Source: an optimization exercise on an open RTL-to-GDS flow (aim: small area). Production flows keep margins and buffers that such runs may drop.
RTL that was checked went through simulation tests only; none was proved equivalent to the original.
For run 1, only the layout was checked, not whether the RTL still works.
No activity file was given, so power comes from the tool's default toggle rates.

==> flow/design.v, too long to show whole: its modules and the start of the top module <==
// module chen_unsigned_div: 1918 lines
module chen_unsigned_div (clk, rst_n, divide_en, dividend, divisor,
                          divide_error, divide_done, quotient, remainde);
  // ...
==> flow/run.sh <==
#!/bin/bash
# synth_recipe.tcl (not shown) runs the flow's synth.tcl, then flattens the netlist and writes it again
# the make line also repeats each setting of config.mk as NAME=value (left out here)
make -C /OpenROAD-flow-scripts/flow DESIGN_CONFIG=/design/flow/config.mk WORK_HOME=/design/flow/orfs CLKGATE_MAP_FILE= SYNTH_SCRIPT=/design/flow/synth_recipe.tcl finish
==> flow/config.mk <==
export PLATFORM = sky130hd
export DESIGN_NAME = chen_unsigned_div
export DESIGN_NICKNAME = chen_unsigned_div
export VERILOG_FILES = /design/flow/design.v
export SDC_FILE = /design/flow/constraint.sdc
export NUM_CORES = 4
export LEC_CHECK = 0
export ABC_AREA = 1
export CAP_MARGIN = 20
export CORE_MARGIN = 2
export CORE_UTILIZATION = 50
export CTS_CLUSTER_DIAMETER = 80
export CTS_CLUSTER_SIZE = 25
export GPL_TIMING_DRIVEN = 0
export SLEW_MARGIN = 20
==> flow/constraint.sdc <==
create_clock -name core_clock -period 5.0 [get_ports {clk}]
set_input_delay 1.0000 -clock core_clock [delete_from_list [all_inputs] [get_ports {clk}]]
set_output_delay 1.0000 -clock core_clock [all_outputs]
set_load 0.01 [all_outputs]
==> summary.md, run 1 <==
| Metric | Value |
|---|---|
| Status | `complete, no violations` |
| Skew-Pair Late Insertion Delay | `0.69 ns` |
| Bufs on Longest Clock Path | `3` |
| Final WS setup | `0.2491 ns` |
| Worst path bufs/invs | `5` |
| Synth Area in Compound Gates | `7.374%` |
| NonClk Buf Share | `6.789%` |
| GRT busiest layer | `met2` |
| CTS tree | `yes` |
| CP startpoint | `x_8[31]` |
| Total gr overflow | `0` |
| Register-to-Register Path Depth | `31` |
| Initial antenna violation count | `2` |
| All-Layer GR Usage | `24.21%` |
| Vias in the first global route | `41630` |
| PwrDens | `303.6 nW/um^2` |
| Drt wl/cell | `13.93 um` |
| Die span in y | `315.4 um` |
| Synth area leaders | `dfxtp_1 (37%), nand2_1 (19%), nand3_1 (8.2%), inv_1 (7.2%), xor2_1 (6.5%)` |
| Clock power frac | `28.6%` |
| Worst clock skew | `0.02574 ns` |
| CTS Hold Bufs | `0` |
| Pwr top | `registers` |
| Bufs w/o clock | `383` |
| Reg2reg start | `x_8[31]` |
| Met3 routed WL | `3195 um` |
| M2 GR Usage | `47.68%` |
| FF-to-FF End | `r_9[20]` |
| Final Core Density | `58.89%` |
| Syn_nets | `7394` |
| RSZ-0062 raised after global routing | `true` |
| Post-route cell area | `56780 um^2` |
| Top FF cell, synth | `dfxtp_1` |
| Relative slew slack | `31.43%` |
| Worst vdd ir | `309.0 uV` |
| Seq cells | `905` |
| Vias/cell | `5.019` |
| Flop-to-flop setup slack | `0.25 ns` |
| Routed WL | `125300 um` |
| Antenna-violating nets left | `0` |
==> run 2: changes to the inputs <==
--- a/flow/design.v
+++ b/flow/design.v
@@ -70,7 +70,17 @@
   wire [4:0] r5 = t4 ^ ({5{q4}} & s4[4:0]);
   wire [31:0] x5 = {x4[30:0], q4};
-  wire [5:0] t5 = {r5, x5[31]};
-  wire [5:0] g5_0 = ~t5 & divisor[5:0];
-  wire [5:0] p5_0 = ~t5 | divisor[5:0];
+  reg        v_0;
+  reg [31:0] d_0;
+  reg [31:0] x_0;
+  reg [4:0] r_0;
+  always @(posedge clk) begin
+    v_0 <= rst_n & divide_en;
+    d_0 <= divisor;
+    x_0 <= x5;
+    r_0 <= r5;
+  end
+  wire [5:0] t5 = {r_0, x_0[31]};
+  wire [5:0] g5_0 = ~t5 & d_0[5:0];
+  wire [5:0] p5_0 = ~t5 | d_0[5:0];
   wire g5_a_1 = g5_0[1] | (p5_0[1] & g5_0[0]);
   wire p5_a_1 = p5_0[1] & p5_0[0];
@@ -86,19 +96,9 @@
   wire g5_z_4 = g5_0[4] | (p5_0[4] & g5_2_3);
   wire [6:0] b5 = {g5_3_5, g5_z_4, g5_2_3, g5_z_2, g5_a_1, g5_0[0], 1'b0};
-  wire [6:0] s5 = {b5[6], divisor[5:0] ^ b5[5:0]};
-  wire q5 = ~s5[6] & ~|divisor[31:6];
+  wire [6:0] s5 = {b5[6], d_0[5:0] ^ b5[5:0]};
+  wire q5 = ~s5[6] & ~|d_0[31:6];
   wire [5:0] r6 = t5 ^ ({6{q5}} & s5[5:0]);
-  wire [31:0] x6 = {x5[30:0], q5};
-  reg        v_0;
-  reg [31:0] d_0;
-  reg [31:0] x_0;
-  reg [5:0] r_0;
-  always @(posedge clk) begin
-    v_0 <= rst_n & divide_en;
-    d_0 <= divisor;
-    x_0 <= x6;
-    r_0 <= r6;
-  end
-  wire [6:0] t6 = {r_0, x_0[31]};
+  wire [31:0] x6 = {x_0[30:0], q5};
+  wire [6:0] t6 = {r6, x6[31]};
   wire [6:0] g6_0 = ~t6 & d_0[6:0];
   wire [6:0] p6_0 = ~t6 | d_0[6:0];
@@ -120,5 +120,5 @@
   wire q6 = ~s6[7] & ~|d_0[31:7];
   wire [6:0] r7 = t6 ^ ({7{q6}} & s6[6:0]);
-  wire [31:0] x7 = {x_0[30:0], q6};
+  wire [31:0] x7 = {x6[30:0], q6};
   wire [7:0] t7 = {r7, x7[31]};
   wire [7:0] g7_0 = ~t7 & d_0[7:0];
@@ -148,7 +148,17 @@
   wire [7:0] r8 = t7 ^ ({8{q7}} & s7[7:0]);
   wire [31:0] x8 = {x7[30:0], q7};
-  wire [8:0] t8 = {r8, x8[31]};
-  wire [8:0] g8_0 = ~t8 & d_0[8:0];
-  wire [8:0] p8_0 = ~t8 | d_0[8:0];
+  reg        v_1;
+  reg [31:0] d_1;
+  reg [31:0] x_1;
+  reg [7:0] r_1;
+  always @(posedge clk) begin
+    v_1 <= rst_n & v_0;
+    d_1 <= d_0;
+    x_1 <= x8;
+    r_1 <= r8;
+  end
+  wire [8:0] t8 = {r_1, x_1[31]};
+  wire [8:0] g8_0 = ~t8 & d_1[8:0];
+  wire [8:0] p8_0 = ~t8 | d_1[8:0];
   wire g8_a_1 = g8_0[1] | (p8_0[1] & g8_0[0]);
   wire p8_a_1 = p8_0[1] & p8_0[0];
@@ -172,19 +182,9 @@
   wire g8_z_8 = g8_0[8] | (p8_0[8] & g8_3_7);
   wire [9:0] b8 = {g8_z_8, g8_3_7, g8_z_6, g8_3_5, g8_z_4, g8_2_3, g8_z_2, g8_a_1, g8_0[0], 1'b0};
-  wire [9:0] s8 = {b8[9], d_0[8:0] ^ b8[8:0]};
-  wire q8 = ~s8[9] & ~|d_0[31:9];
+  wire [9:0] s8 = {b8[9], d_1[8:0] ^ b8[8:0]};
+  wire q8 = ~s8[9] & ~|d_1[31:9];
   wire [8:0] r9 = t8 ^ ({9{q8}} & s8[8:0]);
-  wire [31:0] x9 = {x8[30:0], q8};
-  reg        v_1;
-  reg [31:0] d_1;
-  reg [31:0] x_1;
-  reg [8:0] r_1;
-  always @(posedge clk) begin
-    v_1 <= rst_n & v_0;
-    d_1 <= d_0;
-    x_1 <= x9;
-    r_1 <= r9;
-  end
-  wire [9:0] t9 = {r_1, x_1[31]};
+  wire [31:0] x9 = {x_1[30:0], q8};
+  wire [9:0] t9 = {r9, x9[31]};
   wire [9:0] g9_0 = ~t9 & d_1[9:0];
   wire [9:0] p9_0 = ~t9 | d_1[9:0];
@@ -217,5 +217,5 @@
   wire q9 = ~s9[10] & ~|d_1[31:10];
   wire [9:0] r10 = t9 ^ ({10{q9}} & s9[9:0]);
-  wire [31:0] x10 = {x_1[30:0], q9};
+  wire [31:0] x10 = {x9[30:0], q9};
   wire [10:0] t10 = {r10, x10[31]};
   wire [10:0] g10_0 = ~t10 & d_1[10:0];
@@ -251,7 +251,17 @@
   wire [10:0] r11 = t10 ^ ({11{q10}} & s10[10:0]);
   wire [31:0] x11 = {x10[30:0], q10};
-  wire [11:0] t11 = {r11, x11[31]};
-  wire [11:0] g11_0 = ~t11 & d_1[11:0];
-  wire [11:0] p11_0 = ~t11 | d_1[11:0];
+  reg        v_2;
+  reg [31:0] d_2;
+  reg [31:0] x_2;
+  reg [10:0] r_2;
+  always @(posedge clk) begin
+    v_2 <= rst_n & v_1;
+    d_2 <= d_1;
+    x_2 <= x11;
+    r_2 <= r11;
+  end
+  wire [11:0] t11 = {r_2, x_2[31]};
+  wire [11:0] g11_0 = ~t11 & d_2[11:0];
+  wire [11:0] p11_0 = ~t11 | d_2[11:0];
   wire g11_a_1 = g11_0[1] | (p11_0[1] & g11_0[0]);
   wire p11_a_1 = p11_0[1] & p11_0[0];
@@ -286,19 +296,9 @@
   wire g11_z_10 = g11_0[10] | (p11_0[10] & g11_4_9);
   wire [12:0] b11 = {g11_4_11, g11_z_10, g11_4_9, g11_z_8, g11_3_7, g11_z_6, g11_3_5, g11_z_4, g11_2_3, g11_z_2, g11_a_1, g11_0[0], 1'b0};
-  wire [12:0] s11 = {b11[12], d_1[11:0] ^ b11[11:0]};
-  wire q11 = ~s11[12] & ~|d_1[31:12];
+  wire [12:0] s11 = {b11[12], d_2[11:0] ^ b11[11:0]};
+  wire q11 = ~s11[12] & ~|d_2[31:12];
   wire [11:0] r12 = t11 ^ ({12{q11}} & s11[11:0]);
-  wire [31:0] x12 = {x11[30:0], q11};
-  reg        v_2;
-  reg [31:0] d_2;
-  reg [31:0] x_2;
-  reg [11:0] r_2;
-  always @(posedge clk) begin
-    v_2 <= rst_n & v_1;
-    d_2 <= d_1;
-    x_2 <= x12;
-    r_2 <= r12;
-  end
-  wire [12:0] t12 = {r_2, x_2[31]};
+  wire [31:0] x12 = {x_2[30:0], q11};
+  wire [12:0] t12 = {r12, x12[31]};
   wire [12:0] g12_0 = ~t12 & d_2[12:0];
   wire [12:0] p12_0 = ~t12 | d_2[12:0];
@@ -339,5 +339,5 @@
   wire q12 = ~s12[13] & ~|d_2[31:13];
   wire [12:0] r13 = t12 ^ ({13{q12}} & s12[12:0]);
-  wire [31:0] x13 = {x_2[30:0], q12};
+  wire [31:0] x13 = {x12[30:0], q12};
   wire [13:0] t13 = {r13, x13[31]};
   wire [13:0] g13_0 = ~t13 & d_2[13:0];
@@ -386,7 +386,17 @@
   wire [13:0] r14 = t13 ^ ({14{q13}} & s13[13:0]);
   wire [31:0] x14 = {x13[30:0], q13};
-  wire [14:0] t14 = {r14, x14[31]};
-  wire [14:0] g14_0 = ~t14 & d_2[14:0];
-  wire [14:0] p14_0 = ~t14 | d_2[14:0];
+  reg        v_3;
+  reg [31:0] d_3;
+  reg [31:0] x_3;
+  reg [13:0] r_3;
+  always @(posedge clk) begin
+    v_3 <= rst_n & v_2;
+    d_3 <= d_2;
+    x_3 <= x14;
+    r_3 <= r14;
+  end
+  wire [14:0] t14 = {r_3, x_3[31]};
+  wire [14:0] g14_0 = ~t14 & d_3[14:0];
+  wire [14:0] p14_0 = ~t14 | d_3[14:0];
   wire g14_a_1 = g14_0[1] | (p14_0[1] & g14_0[0]);
   wire p14_a_1 = p14_0[1] & p14_0[0];
@@ -429,19 +439,9 @@
   wire g14_z_14 = g14_0[14] | (p14_0[14] & g14_4_13);
   wire [15:0] b14 = {g14_z_14, g14_4_13, g14_z_12, g14_4_11, g14_z_10, g14_4_9, g14_z_8, g14_3_7, g14_z_6, g14_3_5, g14_z_4, g14_2_3, g14_z_2, g14_a_1, g14_0[0], 1'b0};
-  wire [15:0] s14 = {b14[15], d_2[14:0] ^ b14[14:0]};
-  wire q14 = ~s14[15] & ~|d_2[31:15];
+  wire [15:0] s14 = {b14[15], d_3[14:0] ^ b14[14:0]};
+  wire q14 = ~s14[15] & ~|d_3[31:15];
   wire [14:0] r15 = t14 ^ ({15{q14}} & s14[14:0]);
-  wire [31:0] x15 = {x14[30:0], q14};
-  reg        v_3;
-  reg [31:0] d_3;
-  reg [31:0] x_3;
-  reg [14:0] r_3;
-  always @(posedge clk) begin
-    v_3 <= rst_n & v_2;
-    d_3 <= d_2;
-    x_3 <= x15;
-    r_3 <= r15;
-  end
-  wire [15:0] t15 = {r_3, x_3[31]};
+  wire [31:0] x15 = {x_3[30:0], q14};
+  wire [15:0] t15 = {r15, x15[31]};
   wire [15:0] g15_0 = ~t15 & d_3[15:0];
   wire [15:0] p15_0 = ~t15 | d_3[15:0];
@@ -497,5 +497,5 @@
   wire q15 = ~s15[16] & ~|d_3[31:16];
   wire [15:0] r16 = t15 ^ ({16{q15}} & s15[15:0]);
-  wire [31:0] x16 = {x_3[30:0], q15};
+  wire [31:0] x16 = {x15[30:0], q15};
   wire [16:0] t16 = {r16, x16[31]};
   wire [16:0] g16_0 = ~t16 & d_3[16:0];
@@ -554,7 +554,17 @@
   wire [16:0] r17 = t16 ^ ({17{q16}} & s16[16:0]);
   wire [31:0] x17 = {x16[30:0], q16};
-  wire [17:0] t17 = {r17, x17[31]};
-  wire [17:0] g17_0 = ~t17 & d_3[17:0];
-  wire [17:0] p17_0 = ~t17 | d_3[17:0];
+  reg        v_4;
+  reg [31:0] d_4;
+  reg [31:0] x_4;
+  reg [16:0] r_4;
+  always @(posedge clk) begin
+    v_4 <= rst_n & v_3;
+    d_4 <= d_3;
+    x_4 <= x17;
+    r_4 <= r17;
+  end
+  wire [17:0] t17 = {r_4, x_4[31]};
+  wire [17:0] g17_0 = ~t17 & d_4[17:0];
+  wire [17:0] p17_0 = ~t17 | d_4[17:0];
   wire g17_a_1 = g17_0[1] | (p17_0[1] & g17_0[0]);
   wire p17_a_1 = p17_0[1] & p17_0[0];
@@ -610,19 +620,9 @@
   wire g17_z_16 = g17_0[16] | (p17_0[16] & g17_4_15);
   wire [18:0] b17 = {g17_5_17, g17_z_16, g17_4_15, g17_z_14, g17_4_13, g17_z_12, g17_4_11, g17_z_10, g17_4_9, g17_z_8, g17_3_7, g17_z_6, g17_3_5, g17_z_4, g17_2_3, g17_z_2, g17_a_1, g17_0[0], 1'b0};
-  wire [18:0] s17 = {b17[18], d_3[17:0] ^ b17[17:0]};
-  wire q17 = ~s17[18] & ~|d_3[31:18];
+  wire [18:0] s17 = {b17[18], d_4[17:0] ^ b17[17:0]};
+  wire q17 = ~s17[18] & ~|d_4[31:18];
   wire [17:0] r18 = t17 ^ ({18{q17}} & s17[17:0]);
-  wire [31:0] x18 = {x17[30:0], q17};
-  reg        v_4;
-  reg [31:0] d_4;
-  reg [31:0] x_4;
-  reg [17:0] r_4;
-  always @(posedge clk) begin
-    v_4 <= rst_n & v_3;
-    d_4 <= d_3;
-    x_4 <= x18;
-    r_4 <= r18;
-  end
-  wire [18:0] t18 = {r_4, x_4[31]};
+  wire [31:0] x18 = {x_4[30:0], q17};
+  wire [18:0] t18 = {r18, x18[31]};
   wire [18:0] g18_0 = ~t18 & d_4[18:0];
   wire [18:0] p18_0 = ~t18 | d_4[18:0];
@@ -684,5 +684,5 @@
   wire q18 = ~s18[19] & ~|d_4[31:19];
   wire [18:0] r19 = t18 ^ ({19{q18}} & s18[18:0]);
-  wire [31:0] x19 = {x_4[30:0], q18};
+  wire [31:0] x19 = {x18[30:0], q18};
   wire [19:0] t19 = {r19, x19[31]};
   wire [19:0] g19_0 = ~t19 & d_4[19:0];
@@ -752,7 +752,17 @@
   wire [19:0] r20 = t19 ^ ({20{q19}} & s19[19:0]);
   wire [31:0] x20 = {x19[30:0], q19};
-  wire [20:0] t20 = {r20, x20[31]};
-  wire [20:0] g20_0 = ~t20 & d_4[20:0];
-  wire [20:0] p20_0 = ~t20 | d_4[20:0];
+  reg        v_5;
+  reg [31:0] d_5;
+  reg [31:0] x_5;
+  reg [19:0] r_5;
+  always @(posedge clk) begin
+    v_5 <= rst_n & v_4;
+    d_5 <= d_4;
+    x_5 <= x20;
+    r_5 <= r20;
+  end
+  wire [20:0] t20 = {r_5, x_5[31]};
+  wire [20:0] g20_0 = ~t20 & d_5[20:0];
+  wire [20:0] p20_0 = ~t20 | d_5[20:0];
   wire g20_a_1 = g20_0[1] | (p20_0[1] & g20_0[0]);
   wire p20_a_1 = p20_0[1] & p20_0[0];
@@ -816,19 +826,9 @@
   wire g20_z_20 = g20_0[20] | (p20_0[20] & g20_5_19);
   wire [21:0] b20 = {g20_z_20, g20_5_19, g20_z_18, g20_5_17, g20_z_16, g20_4_15, g20_z_14, g20_4_13, g20_z_12, g20_4_11, g20_z_10, g20_4_9, g20_z_8, g20_3_7, g20_z_6, g20_3_5, g20_z_4, g20_2_3, g20_z_2, g20_a_1, g20_0[0], 1'b0};
-  wire [21:0] s20 = {b20[21], d_4[20:0] ^ b20[20:0]};
-  wire q20 = ~s20[21] & ~|d_4[31:21];
+  wire [21:0] s20 = {b20[21], d_5[20:0] ^ b20[20:0]};
+  wire q20 = ~s20[21] & ~|d_5[31:21];
   wire [20:0] r21 = t20 ^ ({21{q20}} & s20[20:0]);
-  wire [31:0] x21 = {x20[30:0], q20};
-  reg        v_5;
-  reg [31:0] d_5;
-  reg [31:0] x_5;
-  reg [20:0] r_5;
-  always @(posedge clk) begin
-    v_5 <= rst_n & v_4;
-    d_5 <= d_4;
-    x_5 <= x21;
-    r_5 <= r21;
-  end
-  wire [21:0] t21 = {r_5, x_5[31]};
+  wire [31:0] x21 = {x_5[30:0], q20};
+  wire [21:0] t21 = {r21, x21[31]};
   wire [21:0] g21_0 = ~t21 & d_5[21:0];
   wire [21:0] p21_0 = ~t21 | d_5[21:0];
@@ -903,8 +903,18 @@
   wire q21 = ~s21[22] & ~|d_5[31:22];
   wire [21:0] r22 = t21 ^ ({22{q21}} & s21[21:0]);
-  wire [31:0] x22 = {x_5[30:0], q21};
-  wire [22:0] t22 = {r22, x22[31]};
-  wire [22:0] g22_0 = ~t22 & d_5[22:0];
-  wire [22:0] p22_0 = ~t22 | d_5[22:0];
+  wire [31:0] x22 = {x21[30:0], q21};
+  reg        v_6;
+  reg [31:0] d_6;
+  reg [31:0] x_6;
+  reg [21:0] r_6;
+  always @(posedge clk) begin
+    v_6 <= rst_n & v_5;
+    d_6 <= d_5;
+    x_6 <= x22;
+    r_6 <= r22;
+  end
+  wire [22:0] t22 = {r_6, x_6[31]};
+  wire [22:0] g22_0 = ~t22 & d_6[22:0];
+  wire [22:0] p22_0 = ~t22 | d_6[22:0];
   wire g22_a_1 = g22_0[1] | (p22_0[1] & g22_0[0]);
   wire p22_a_1 = p22_0[1] & p22_0[0];
@@ -975,11 +985,11 @@
   wire g22_z_22 = g22_0[22] | (p22_0[22] & g22_5_21);
   wire [23:0] b22 = {g22_z_22, g22_5_21, g22_z_20, g22_5_19, g22_z_18, g22_5_17, g22_z_16, g22_4_15, g22_z_14, g22_4_13, g22_z_12, g22_4_11, g22_z_10, g22_4_9, g22_z_8, g22_3_7, g22_z_6, g22_3_5, g22_z_4, g22_2_3, g22_z_2, g22_a_1, g22_0[0], 1'b0};
-  wire [23:0] s22 = {b22[23], d_5[22:0] ^ b22[22:0]};
-  wire q22 = ~s22[23] & ~|d_5[31:23];
+  wire [23:0] s22 = {b22[23], d_6[22:0] ^ b22[22:0]};
+  wire q22 = ~s22[23] & ~|d_6[31:23];
   wire [22:0] r23 = t22 ^ ({23{q22}} & s22[22:0]);
-  wire [31:0] x23 = {x22[30:0], q22};
+  wire [31:0] x23 = {x_6[30:0], q22};
   wire [23:0] t23 = {r23, x23[31]};
-  wire [23:0] g23_0 = ~t23 & d_5[23:0];
-  wire [23:0] p23_0 = ~t23 | d_5[23:0];
+  wire [23:0] g23_0 = ~t23 & d_6[23:0];
+  wire [23:0] p23_0 = ~t23 | d_6[23:0];
   wire g23_a_1 = g23_0[1] | (p23_0[1] & g23_0[0]);
   wire p23_a_1 = p23_0[1] & p23_0[0];
@@ -1058,21 +1068,21 @@
   wire g23_z_22 = g23_0[22] | (p23_0[22] & g23_5_21);
   wire [24:0] b23 = {g23_5_23, g23_z_22, g23_5_21, g23_z_20, g23_5_19, g23_z_18, g23_5_17, g23_z_16, g23_4_15, g23_z_14, g23_4_13, g23_z_12, g23_4_11, g23_z_10, g23_4_9, g23_z_8, g23_3_7, g23_z_6, g23_3_5, g23_z_4, g23_2_3, g23_z_2, g23_a_1, g23_0[0], 1'b0};
-  wire [24:0] s23 = {b23[24], d_5[23:0] ^ b23[23:0]};
-  wire q23 = ~s23[24] & ~|d_5[31:24];
+  wire [24:0] s23 = {b23[24], d_6[23:0] ^ b23[23:0]};
+  wire q23 = ~s23[24] & ~|d_6[31:24];
   wire [23:0] r24 = t23 ^ ({24{q23}} & s23[23:0]);
   wire [31:0] x24 = {x23[30:0], q23};
-  reg        v_6;
-  reg [31:0] d_6;
-  reg [31:0] x_6;
-  reg [23:0] r_6;
+  reg        v_7;
+  reg [31:0] d_7;
+  reg [31:0] x_7;
+  reg [23:0] r_7;
   always @(posedge clk) begin
-    v_6 <= rst_n & v_5;
-    d_6 <= d_5;
-    x_6 <= x24;
-    r_6 <= r24;
+    v_7 <= rst_n & v_6;
+    d_7 <= d_6;
+    x_7 <= x24;
+    r_7 <= r24;
   end
-  wire [24:0] t24 = {r_6, x_6[31]};
-  wire [24:0] g24_0 = ~t24 & d_6[24:0];
-  wire [24:0] p24_0 = ~t24 | d_6[24:0];
+  wire [24:0] t24 = {r_7, x_7[31]};
+  wire [24:0] g24_0 = ~t24 & d_7[24:0];
+  wire [24:0] p24_0 = ~t24 | d_7[24:0];
   wire g24_a_1 = g24_0[1] | (p24_0[1] & g24_0[0]);
   wire p24_a_1 = p24_0[1] & p24_0[0];
@@ -1152,11 +1162,11 @@
   wire g24_z_24 = g24_0[24] | (p24_0[24] & g24_5_23);
   wire [25:0] b24 = {g24_z_24, g24_5_23, g24_z_22, g24_5_21, g24_z_20, g24_5_19, g24_z_18, g24_5_17, g24_z_16, g24_4_15, g24_z_14, g24_4_13, g24_z_12, g24_4_11, g24_z_10, g24_4_9, g24_z_8, g24_3_7, g24_z_6, g24_3_5, g24_z_4, g24_2_3, g24_z_2, g24_a_1, g24_0[0], 1'b0};
-  wire [25:0] s24 = {b24[25], d_6[24:0] ^ b24[24:0]};
-  wire q24 = ~s24[25] & ~|d_6[31:25];
+  wire [25:0] s24 = {b24[25], d_7[24:0] ^ b24[24:0]};
+  wire q24 = ~s24[25] & ~|d_7[31:25];
   wire [24:0] r25 = t24 ^ ({25{q24}} & s24[24:0]);
-  wire [31:0] x25 = {x_6[30:0], q24};
+  wire [31:0] x25 = {x_7[30:0], q24};
   wire [25:0] t25 = {r25, x25[31]};
-  wire [25:0] g25_0 = ~t25 & d_6[25:0];
-  wire [25:0] p25_0 = ~t25 | d_6[25:0];
+  wire [25:0] g25_0 = ~t25 & d_7[25:0];
+  wire [25:0] p25_0 = ~t25 | d_7[25:0];
   wire g25_a_1 = g25_0[1] | (p25_0[1] & g25_0[0]);
   wire p25_a_1 = p25_0[1] & p25_0[0];
@@ -1242,21 +1252,21 @@
   wire g25_z_24 = g25_0[24] | (p25_0[24] & g25_5_23);
   wire [26:0] b25 = {g25_5_25, g25_z_24, g25_5_23, g25_z_22, g25_5_21, g25_z_20, g25_5_19, g25_z_18, g25_5_17, g25_z_16, g25_4_15, g25_z_14, g25_4_13, g25_z_12, g25_4_11, g25_z_10, g25_4_9, g25_z_8, g25_3_7, g25_z_6, g25_3_5, g25_z_4, g25_2_3, g25_z_2, g25_a_1, g25_0[0], 1'b0};
-  wire [26:0] s25 = {b25[26], d_6[25:0] ^ b25[25:0]};
-  wire q25 = ~s25[26] & ~|d_6[31:26];
+  wire [26:0] s25 = {b25[26], d_7[25:0] ^ b25[25:0]};
+  wire q25 = ~s25[26] & ~|d_7[31:26];
   wire [25:0] r26 = t25 ^ ({26{q25}} & s25[25:0]);
   wire [31:0] x26 = {x25[30:0], q25};
-  reg        v_7;
-  reg [31:0] d_7;
-  reg [31:0] x_7;
-  reg [25:0] r_7;
+  reg        v_8;
+  reg [31:0] d_8;
+  reg [31:0] x_8;
+  reg [25:0] r_8;
   always @(posedge clk) begin
-    v_7 <= rst_n & v_6;
-    d_7 <= d_6;
-    x_7 <= x26;
-    r_7 <= r26;
+    v_8 <= rst_n & v_7;
+    d_8 <= d_7;
+    x_8 <= x26;
+    r_8 <= r26;
   end
-  wire [26:0] t26 = {r_7, x_7[31]};
-  wire [26:0] g26_0 = ~t26 & d_7[26:0];
-  wire [26:0] p26_0 = ~t26 | d_7[26:0];
+  wire [26:0] t26 = {r_8, x_8[31]};
+  wire [26:0] g26_0 = ~t26 & d_8[26:0];
+  wire [26:0] p26_0 = ~t26 | d_8[26:0];
   wire g26_a_1 = g26_0[1] | (p26_0[1] & g26_0[0]);
   wire p26_a_1 = p26_0[1] & p26_0[0];
@@ -1343,11 +1353,11 @@
   wire g26_z_26 = g26_0[26] | (p26_0[26] & g26_5_25);
   wire [27:0] b26 = {g26_z_26, g26_5_25, g26_z_24, g26_5_23, g26_z_22, g26_5_21, g26_z_20, g26_5_19, g26_z_18, g26_5_17, g26_z_16, g26_4_15, g26_z_14, g26_4_13, g26_z_12, g26_4_11, g26_z_10, g26_4_9, g26_z_8, g26_3_7, g26_z_6, g26_3_5, g26_z_4, g26_2_3, g26_z_2, g26_a_1, g26_0[0], 1'b0};
-  wire [27:0] s26 = {b26[27], d_7[26:0] ^ b26[26:0]};
-  wire q26 = ~s26[27] & ~|d_7[31:27];
+  wire [27:0] s26 = {b26[27], d_8[26:0] ^ b26[26:0]};
+  wire q26 = ~s26[27] & ~|d_8[31:27];
   wire [26:0] r27 = t26 ^ ({27{q26}} & s26[26:0]);
-  wire [31:0] x27 = {x_7[30:0], q26};
+  wire [31:0] x27 = {x_8[30:0], q26};
   wire [27:0] t27 = {r27, x27[31]};
-  wire [27:0] g27_0 = ~t27 & d_7[27:0];
-  wire [27:0] p27_0 = ~t27 | d_7[27:0];
+  wire [27:0] g27_0 = ~t27 & d_8[27:0];
+  wire [27:0] p27_0 = ~t27 | d_8[27:0];
   wire g27_a_1 = g27_0[1] | (p27_0[1] & g27_0[0]);
   wire p27_a_1 = p27_0[1] & p27_0[0];
@@ -1442,21 +1452,21 @@
   wire g27_z_26 = g27_0[26] | (p27_0[26] & g27_5_25);
   wire [28:0] b27 = {g27_5_27, g27_z_26, g27_5_25, g27_z_24, g27_5_23, g27_z_22, g27_5_21, g27_z_20, g27_5_19, g27_z_18, g27_5_17, g27_z_16, g27_4_15, g27_z_14, g27_4_13, g27_z_12, g27_4_11, g27_z_10, g27_4_9, g27_z_8, g27_3_7, g27_z_6, g27_3_5, g27_z_4, g27_2_3, g27_z_2, g27_a_1, g27_0[0], 1'b0};
-  wire [28:0] s27 = {b27[28], d_7[27:0] ^ b27[27:0]};
-  wire q27 = ~s27[28] & ~|d_7[31:28];
+  wire [28:0] s27 = {b27[28], d_8[27:0] ^ b27[27:0]};
+  wire q27 = ~s27[28] & ~|d_8[31:28];
   wire [27:0] r28 = t27 ^ ({28{q27}} & s27[27:0]);
   wire [31:0] x28 = {x27[30:0], q27};
-  reg        v_8;
-  reg [31:0] d_8;
-  reg [31:0] x_8;
-  reg [27:0] r_8;
+  reg        v_9;
+  reg [31:0] d_9;
+  reg [31:0] x_9;
+  reg [27:0] r_9;
   always @(posedge clk) begin
-    v_8 <= rst_n & v_7;
-    d_8 <= d_7;
-    x_8 <= x28;
-    r_8 <= r28;
+    v_9 <= rst_n & v_8;
+    d_9 <= d_8;
+    x_9 <= x28;
+    r_9 <= r28;
   end
-  wire [28:0] t28 = {r_8, x_8[31]};
-  wire [28:0] g28_0 = ~t28 & d_8[28:0];
-  wire [28:0] p28_0 = ~t28 | d_8[28:0];
+  wire [28:0] t28 = {r_9, x_9[31]};
+  wire [28:0] g28_0 = ~t28 & d_9[28:0];
+  wire [28:0] p28_0 = ~t28 | d_9[28:0];
   wire g28_a_1 = g28_0[1] | (p28_0[1] & g28_0[0]);
   wire p28_a_1 = p28_0[1] & p28_0[0];
@@ -1552,11 +1562,11 @@
   wire g28_z_28 = g28_0[28] | (p28_0[28] & g28_5_27);
   wire [29:0] b28 = {g28_z_28, g28_5_27, g28_z_26, g28_5_25, g28_z_24, g28_5_23, g28_z_22, g28_5_21, g28_z_20, g28_5_19, g28_z_18, g28_5_17, g28_z_16, g28_4_15, g28_z_14, g28_4_13, g28_z_12, g28_4_11, g28_z_10, g28_4_9, g28_z_8, g28_3_7, g28_z_6, g28_3_5, g28_z_4, g28_2_3, g28_z_2, g28_a_1, g28_0[0], 1'b0};
-  wire [29:0] s28 = {b28[29], d_8[28:0] ^ b28[28:0]};
-  wire q28 = ~s28[29] & ~|d_8[31:29];
+  wire [29:0] s28 = {b28[29], d_9[28:0] ^ b28[28:0]};
+  wire q28 = ~s28[29] & ~|d_9[31:29];
   wire [28:0] r29 = t28 ^ ({29{q28}} & s28[28:0]);
-  wire [31:0] x29 = {x_8[30:0], q28};
+  wire [31:0] x29 = {x_9[30:0], q28};
   wire [29:0] t29 = {r29, x29[31]};
-  wire [29:0] g29_0 = ~t29 & d_8[29:0];
-  wire [29:0] p29_0 = ~t29 | d_8[29:0];
+  wire [29:0] g29_0 = ~t29 & d_9[29:0];
+  wire [29:0] p29_0 = ~t29 | d_9[29:0];
   wire g29_a_1 = g29_0[1] | (p29_0[1] & g29_0[0]);
   wire p29_a_1 = p29_0[1] & p29_0[0];
@@ -1660,21 +1670,21 @@
   wire g29_z_28 = g29_0[28] | (p29_0[28] & g29_5_27);
   wire [30:0] b29 = {g29_5_29, g29_z_28, g29_5_27, g29_z_26, g29_5_25, g29_z_24, g29_5_23, g29_z_22, g29_5_21, g29_z_20, g29_5_19, g29_z_18, g29_5_17, g29_z_16, g29_4_15, g29_z_14, g29_4_13, g29_z_12, g29_4_11, g29_z_10, g29_4_9, g29_z_8, g29_3_7, g29_z_6, g29_3_5, g29_z_4, g29_2_3, g29_z_2, g29_a_1, g29_0[0], 1'b0};
-  wire [30:0] s29 = {b29[30], d_8[29:0] ^ b29[29:0]};
-  wire q29 = ~s29[30] & ~|d_8[31:30];
+  wire [30:0] s29 = {b29[30], d_9[29:0] ^ b29[29:0]};
+  wire q29 = ~s29[30] & ~|d_9[31:30];
   wire [29:0] r30 = t29 ^ ({30{q29}} & s29[29:0]);
   wire [31:0] x30 = {x29[30:0], q29};
-  reg        v_9;
-  reg [31:0] d_9;
-  reg [31:0] x_9;
-  reg [29:0] r_9;
+  reg        v_10;
+  reg [31:0] d_10;
+  reg [31:0] x_10;
+  reg [29:0] r_10;
   always @(posedge clk) begin
-    v_9 <= rst_n & v_8;
-    d_9 <= d_8;
-    x_9 <= x30;
-    r_9 <= r30;
+    v_10 <= rst_n & v_9;
+    d_10 <= d_9;
+    x_10 <= x30;
+    r_10 <= r30;
   end
-  wire [30:0] t30 = {r_9, x_9[31]};
-  wire [30:0] g30_0 = ~t30 & d_9[30:0];
-  wire [30:0] p30_0 = ~t30 | d_9[30:0];
+  wire [30:0] t30 = {r_10, x_10[31]};
+  wire [30:0] g30_0 = ~t30 & d_10[30:0];
+  wire [30:0] p30_0 = ~t30 | d_10[30:0];
   wire g30_a_1 = g30_0[1] | (p30_0[1] & g30_0[0]);
   wire p30_a_1 = p30_0[1] & p30_0[0];
@@ -1779,11 +1789,11 @@
   wire g30_z_30 = g30_0[30] | (p30_0[30] & g30_5_29);
   wire [31:0] b30 = {g30_z_30, g30_5_29, g30_z_28, g30_5_27, g30_z_26, g30_5_25, g30_z_24, g30_5_23, g30_z_22, g30_5_21, g30_z_20, g30_5_19, g30_z_18, g30_5_17, g30_z_16, g30_4_15, g30_z_14, g30_4_13, g30_z_12, g30_4_11, g30_z_10, g30_4_9, g30_z_8, g30_3_7, g30_z_6, g30_3_5, g30_z_4, g30_2_3, g30_z_2, g30_a_1, g30_0[0], 1'b0};
-  wire [31:0] s30 = {b30[31], d_9[30:0] ^ b30[30:0]};
-  wire q30 = ~s30[31] & ~|d_9[31:31];
+  wire [31:0] s30 = {b30[31], d_10[30:0] ^ b30[30:0]};
+  wire q30 = ~s30[31] & ~|d_10[31:31];
   wire [30:0] r31 = t30 ^ ({31{q30}} & s30[30:0]);
-  wire [31:0] x31 = {x_9[30:0], q30};
+  wire [31:0] x31 = {x_10[30:0], q30};
   wire [31:0] t31 = {r31, x31[31]};
-  wire [31:0] g31_0 = ~t31 & d_9[31:0];
-  wire [31:0] p31_0 = ~t31 | d_9[31:0];
+  wire [31:0] g31_0 = ~t31 & d_10[31:0];
+  wire [31:0] p31_0 = ~t31 | d_10[31:0];
   wire g31_a_1 = g31_0[1] | (p31_0[1] & g31_0[0]);
   wire p31_a_1 = p31_0[1] & p31_0[0];
@@ -1898,21 +1908,21 @@
   wire g31_z_30 = g31_0[30] | (p31_0[30] & g31_5_29);
   wire [32:0] b31 = {g31_5_31, g31_z_30, g31_5_29, g31_z_28, g31_5_27, g31_z_26, g31_5_25, g31_z_24, g31_5_23, g31_z_22, g31_5_21, g31_z_20, g31_5_19, g31_z_18, g31_5_17, g31_z_16, g31_4_15, g31_z_14, g31_4_13, g31_z_12, g31_4_11, g31_z_10, g31_4_9, g31_z_8, g31_3_7, g31_z_6, g31_3_5, g31_z_4, g31_2_3, g31_z_2, g31_a_1, g31_0[0], 1'b0};
-  wire [32:0] s31 = {b31[32], d_9[31:0] ^ b31[31:0]};
+  wire [32:0] s31 = {b31[32], d_10[31:0] ^ b31[31:0]};
   wire q31 = ~s31[32];
   wire [31:0] r32 = t31 ^ ({32{q31}} & s31[31:0]);
   wire [31:0] x32 = {x31[30:0], q31};
-  reg        v_10;
-  reg        e_10;
-  reg [31:0] x_10;
-  reg [31:0] r_10;
+  reg        v_11;
+  reg        e_11;
+  reg [31:0] x_11;
+  reg [31:0] r_11;
   always @(posedge clk) begin
-    v_10 <= rst_n & v_9;
-    e_10 <= ~|d_9;
-    x_10 <= x32;
-    r_10 <= r32;
+    v_11 <= rst_n & v_10;
+    e_11 <= ~|d_10;
+    x_11 <= x32;
+    r_11 <= r32;
   end
-  assign divide_done  = v_10;
-  assign divide_error = v_10 & e_10;
-  assign quotient     = x_10;
-  assign remainde     = r_10;
+  assign divide_done  = v_11;
+  assign divide_error = v_11 & e_11;
+  assign quotient     = x_11;
+  assign remainde     = r_11;
 endmodule
--- a/flow/config.mk
+++ b/flow/config.mk
@@ -12,4 +12,3 @@
 export CTS_CLUSTER_DIAMETER = 80
 export CTS_CLUSTER_SIZE = 25
-export GPL_TIMING_DRIVEN = 0
 export SLEW_MARGIN = 20
==> summary.md, run 2 <==
| Metric | Value |
|---|---|
| Synth top cells by count | `nand2_1 (2431), dfxtp_1 (986), inv_1 (971) (was nand2_1 (2417), inv_1 (926), dfxtp_1 (905))` |
| Post-route cell area | `57000 um^2 (was 56780 um^2)` |
| DP Wirelength | `97140 um (was 98370 um)` |
| Sequential area share after synthesis | `39.20% (was 37.36%)` |
| Placed insts | `9060 (was 8736)` |
| Synth area leaders | `dfxtp_1 (39%), nand2_1 (18%), nand3_1 (8.0%), inv_1 (7.2%), xor2_1 (6.2%) (was dfxtp_1 (37%), nand2_1 (19%), nand3_1 (8.2%), inv_1 (7.2%), xor2_1 (6.5%))` |
| Crit path max-delay cell type | `dfxtp_1 (was dfxtp_4)` |
| Top Family by Delay on Critical Path | `simple AND/OR/NAND/NOR gates (unchanged)` |
| First-pass GRT wire length | `196000 um (was 198000 um)` |
| PwrDens | `311.1 nW/um^2 (was 303.6 nW/um^2)` |
| Final WS setup | `0.4341 ns (was 0.2491 ns)` |
| # rows | `116 (was 114)` |
| Vias post-DR | `45030 (was 45150)` |
| Total gr overflow | `0 (unchanged)` |
| CTS Hold Bufs | `0 (unchanged)` |
| Ys async rst share | `0% (unchanged)` |
| Most common cell after layout, fill and taps aside | `nand2_1 (unchanged)` |
| #FFs+latches synth | `986 (was 905)` |
| Multi-input gate area | `26180 um^2 (was 27440 um^2)` |
| CTS Buf Count | `56 (was 55)` |
| Least-Margin Pin Slew | `0.6520 ns (was 1.021 ns)` |
| Min-Delay Path Class | `reg -> reg (unchanged)` |
| Crit-path most repeated cell | `nand2_1 (unchanged)` |
| Relative slew slack | `55.41% (was 31.43%)` |
| Worst path max stage delay | `0.33 ns (was 0.43 ns)` |
| Post-Syn Area | `50350 um^2 (was 48490 um^2)` |
| Initial antenna violation count | `0 (was 2)` |
| Final Max Slew Viols | `0 (unchanged)` |
| Worst-path clk slew | `0.09 ns (was 0.10 ns)` |
| Count leader, synth | `nand2_1 (unchanged)` |
| Pre-CTS setup slack | `-0.4779 ns (was -1.204 ns)` |
| Count of flip-flops with a built-in enable after synthesis | `0 (unchanged)` |
| Worst path bufs/invs | `3 (was 5)` |
| Post-synth top area share | `39.20% (was 37.36%)` |
| CTS tree | `yes (unchanged)` |
| Port bufs | `132 (unchanged)` |
| Leading area contributor after synthesis | `dfxtp_1 (unchanged)` |
| Root buf cell | `clkbuf_16 (unchanged)` |
| M2 GR Usage | `42.40% (was 47.68%)` |
| First-pass DRT Iterations | `5 (was 8)` |
| Bufs on Longest Clock Path | `3 (unchanged)` |
| CTS sink cnt | `986 (was 905)` |
| Cells after synthesis | `7429 (was 7327)` |
| WS Path Type | `reg -> reg (unchanged)` |
| Starting Density | `50.35% (was 50.29%)` |
| Final setup violation count | `0 (unchanged)` |
| Final period utilization | `91.32% (was 95.02%)` |
| Leak | `29.45 nW (was 28.84 nW)` |
| Skew-Pair Late Insertion Delay | `0.70 ns (was 0.69 ns)` |
| Syn_nets | `7496 (was 7394)` |
| Final hold slack | `0.3218 ns (was 0.3198 ns)` |
| CP endpoint kind | `register (unchanged)` |
| I/O pins | `133 (unchanged)` |
| Grt met3 use | `2.500% (was 2.191%)` |
| CP Data Arrival Time | `5.14 ns (was 5.32 ns)` |
| Worst clock skew | `0.02386 ns (was 0.02574 ns)` |
| Placed Area | `55020 um^2 (was 51430 um^2)` |
| Nets | `7894 (was 7749)` |
| Warnings from Yosys | `1 (unchanged)` |
| Synth cell types | `64 (unchanged)` |
| Largest net degree at the start of global routing | `41 (was 26)` |
| Vias in the first global route | `40950 (was 41630)` |
| Crit path max fanout | `17 (was 10)` |
| Min cycle time layout | `4.566 ns (was 4.751 ns)` |
| Max-cap violations | `0 (unchanged)` |
| Synth-to-Final Area Change | `13.22% (was 17.09%)` |
| Fmax achieved | `219.0 MHz (was 210.5 MHz)` |
| Status | `complete, no violations (unchanged)` |
| Met1 usage | `26.79% (was 24.73%)` |
| Iter 0 DRT Violations | `2350 (was 2248)` |
| # DRC | `0 (unchanged)` |
| Startpoint class of the critical path | `register (unchanged)` |
| CTS H-tree lvls | `2 (unchanged)` |
| Gpl congestion | `0.9049 (was 0.9138)` |
| GRT busiest layer | `met2 (unchanged)` |
| Core Area | `100000 um^2 (was 96420 um^2)` |
| Post-route insts no fill | `9154 (was 8996)` |
| Die span in y | `321.3 um (was 315.4 um)` |
| RSZ-0062 raised after global routing | `false (was true)` |
| Share of layout cells above drive strength 1 | `9.076% (was 12.04%)` |
| Drt wl/cell | `12.98 um (was 13.93 um)` |
| Die Wd | `321.3 um (was 315.4 um)` |
| Routed WL | `118800 um (was 125300 um)` |
| Fin. Hold Viols | `0 (unchanged)` |
| WP data required | `5.58 ns (was 5.57 ns)` |
| Vias/cell | `4.919 (was 5.019)` |
| DIE AREA | `103300 um^2 (was 99490 um^2)` |
| Syn Area/Cell | `6.777 um^2 (was 6.618 um^2)` |
| All-Layer GR Usage | `22.81% (was 24.21%)` |
| Inserted Diodes | `0 (was 7)` |
| Top FF cell, synth | `dfxtp_1 (unchanged)` |
| Register area | `19750 um^2 (was 18210 um^2)` |
| Most frequent cells in the layout | `nand2_1 (2431), dfxtp_1 (981), inv_1 (970) (was nand2_1 (2326), inv_1 (901), dfxtp_1 (860))` |
| Antenna-violating nets left | `0 (unchanged)` |
| Worst vdd ir | `318.9 uV (was 309.0 uV)` |
| Fillers | `9577 (was 9265)` |
run 2: changes by cell type in the layout (fill, tap and decap cells not counted), moves of 32 or more:
cell     delta
nand2_2    -48
nand2_1   +105
nand3_1    +32
dfxtp_1   +121
buf_4     +124
inv_1      +69
run 2: report_power, final:
part           switching [mW]  leakage (nW)  internal, mW  total [mW]
Combinational            2.44          20.3          1.55        3.99
Sequential              0.365          8.22          8.31        8.68
Clock                    2.81         0.888          2.25        5.07
run 2: per-stage QoR:
stage	setup TNS (ns)	power (mW)	util, %
detailed placement	-2.516	12.85	55.02
global route	0	18.86	57.00
global placement	-2.218	12.78	55.02
CTS	0	17.95	56.85
finish	0	17.73	57.00
floorplan	0	11.63	-
run 2: final timing paths:
| path | startpoint | end | slack, ns | depth (start not counted) |
|---|---|---|---|---|
| min | x_7[15] | x_8[17] | 0.32 | 0 |
| max reg2reg | d_3[22] | r_4[7] | 0.43 | 31 |
| max | d_3[22] | r_4[7] | 0.43 | 31 |
| min reg2reg | x_7[15] | x_8[17] | 0.32 | 0 |
run 2: final cells by class:
type / instances / share of cell area, %
tap: 1298 / 2.849
clock buffer: 58 / 2.509
sequential: 986 / 34.64
clock inverter: 29 / 0.6892
timing repair buffer: 423 / 6.611
multi-input combinational: 5334 / 45.92
inverter: 1026 / 6.783
run 2: repair_timing:
action,4_1_cts,5_1_grt
setup endpoints to repair,0,73
buffers inserted,0,6
gates resized for setup,0,27
run 2: cells by family after synthesis:
kind of cell | Yosys count | share of synthesized area (%)
simple gates | 4356 | 37.95
buf+inv | 1110 | 8.999
flops | 986 | 39.20
compound gates | 560 | 6.518
xor+xnor | 411 | 7.194
fa+ha+maj | 6 | 0.1342
run 2: layer usage:
layer / vias to the layer above / share of wire, %
met3: 209 / 2.9
met4: 0 / 3.9
met2: 630 / 50
met1: 19990 / 43
li1: 24200 / -
met5: - / 0

==> re-timing with driven ports <==
The results above use ideal ports. As a check the final layouts listed here were re-extracted and re-timed, cells and wires unchanged.
Step 1 assumes that a clkbuf_16 drives the clock port and a buf_2 every other input.
Step 2 times the ports against the registers' clock, not the clock port: input delays grow and output delays shrink by t, the midpoint of the rising clock arrivals with the driver on.
Three values: ideal ports, drivers, drivers and shift; two values: the first two.
| run | t, ns | setup slack, ns | worst setup path at the end | worst slew at a driven data input, ns | pins driven straight from the clock port |
|---|---|---|---|---|---|
| run 1 | 0.750 | 0.249 / 0.249 / -0.256 | input to register | 0.05 | 1 |
| run 2 | 0.754 | 0.434 / 0.434 / -0.141 | input to register | 0.04 | 1 |
With both steps, setup timing fails in run 1 and run 2, where it was met with ideal ports. The setup slack of run 2, which loses most, moves by 0.000 ns with the drivers and by -0.575 ns with both steps.
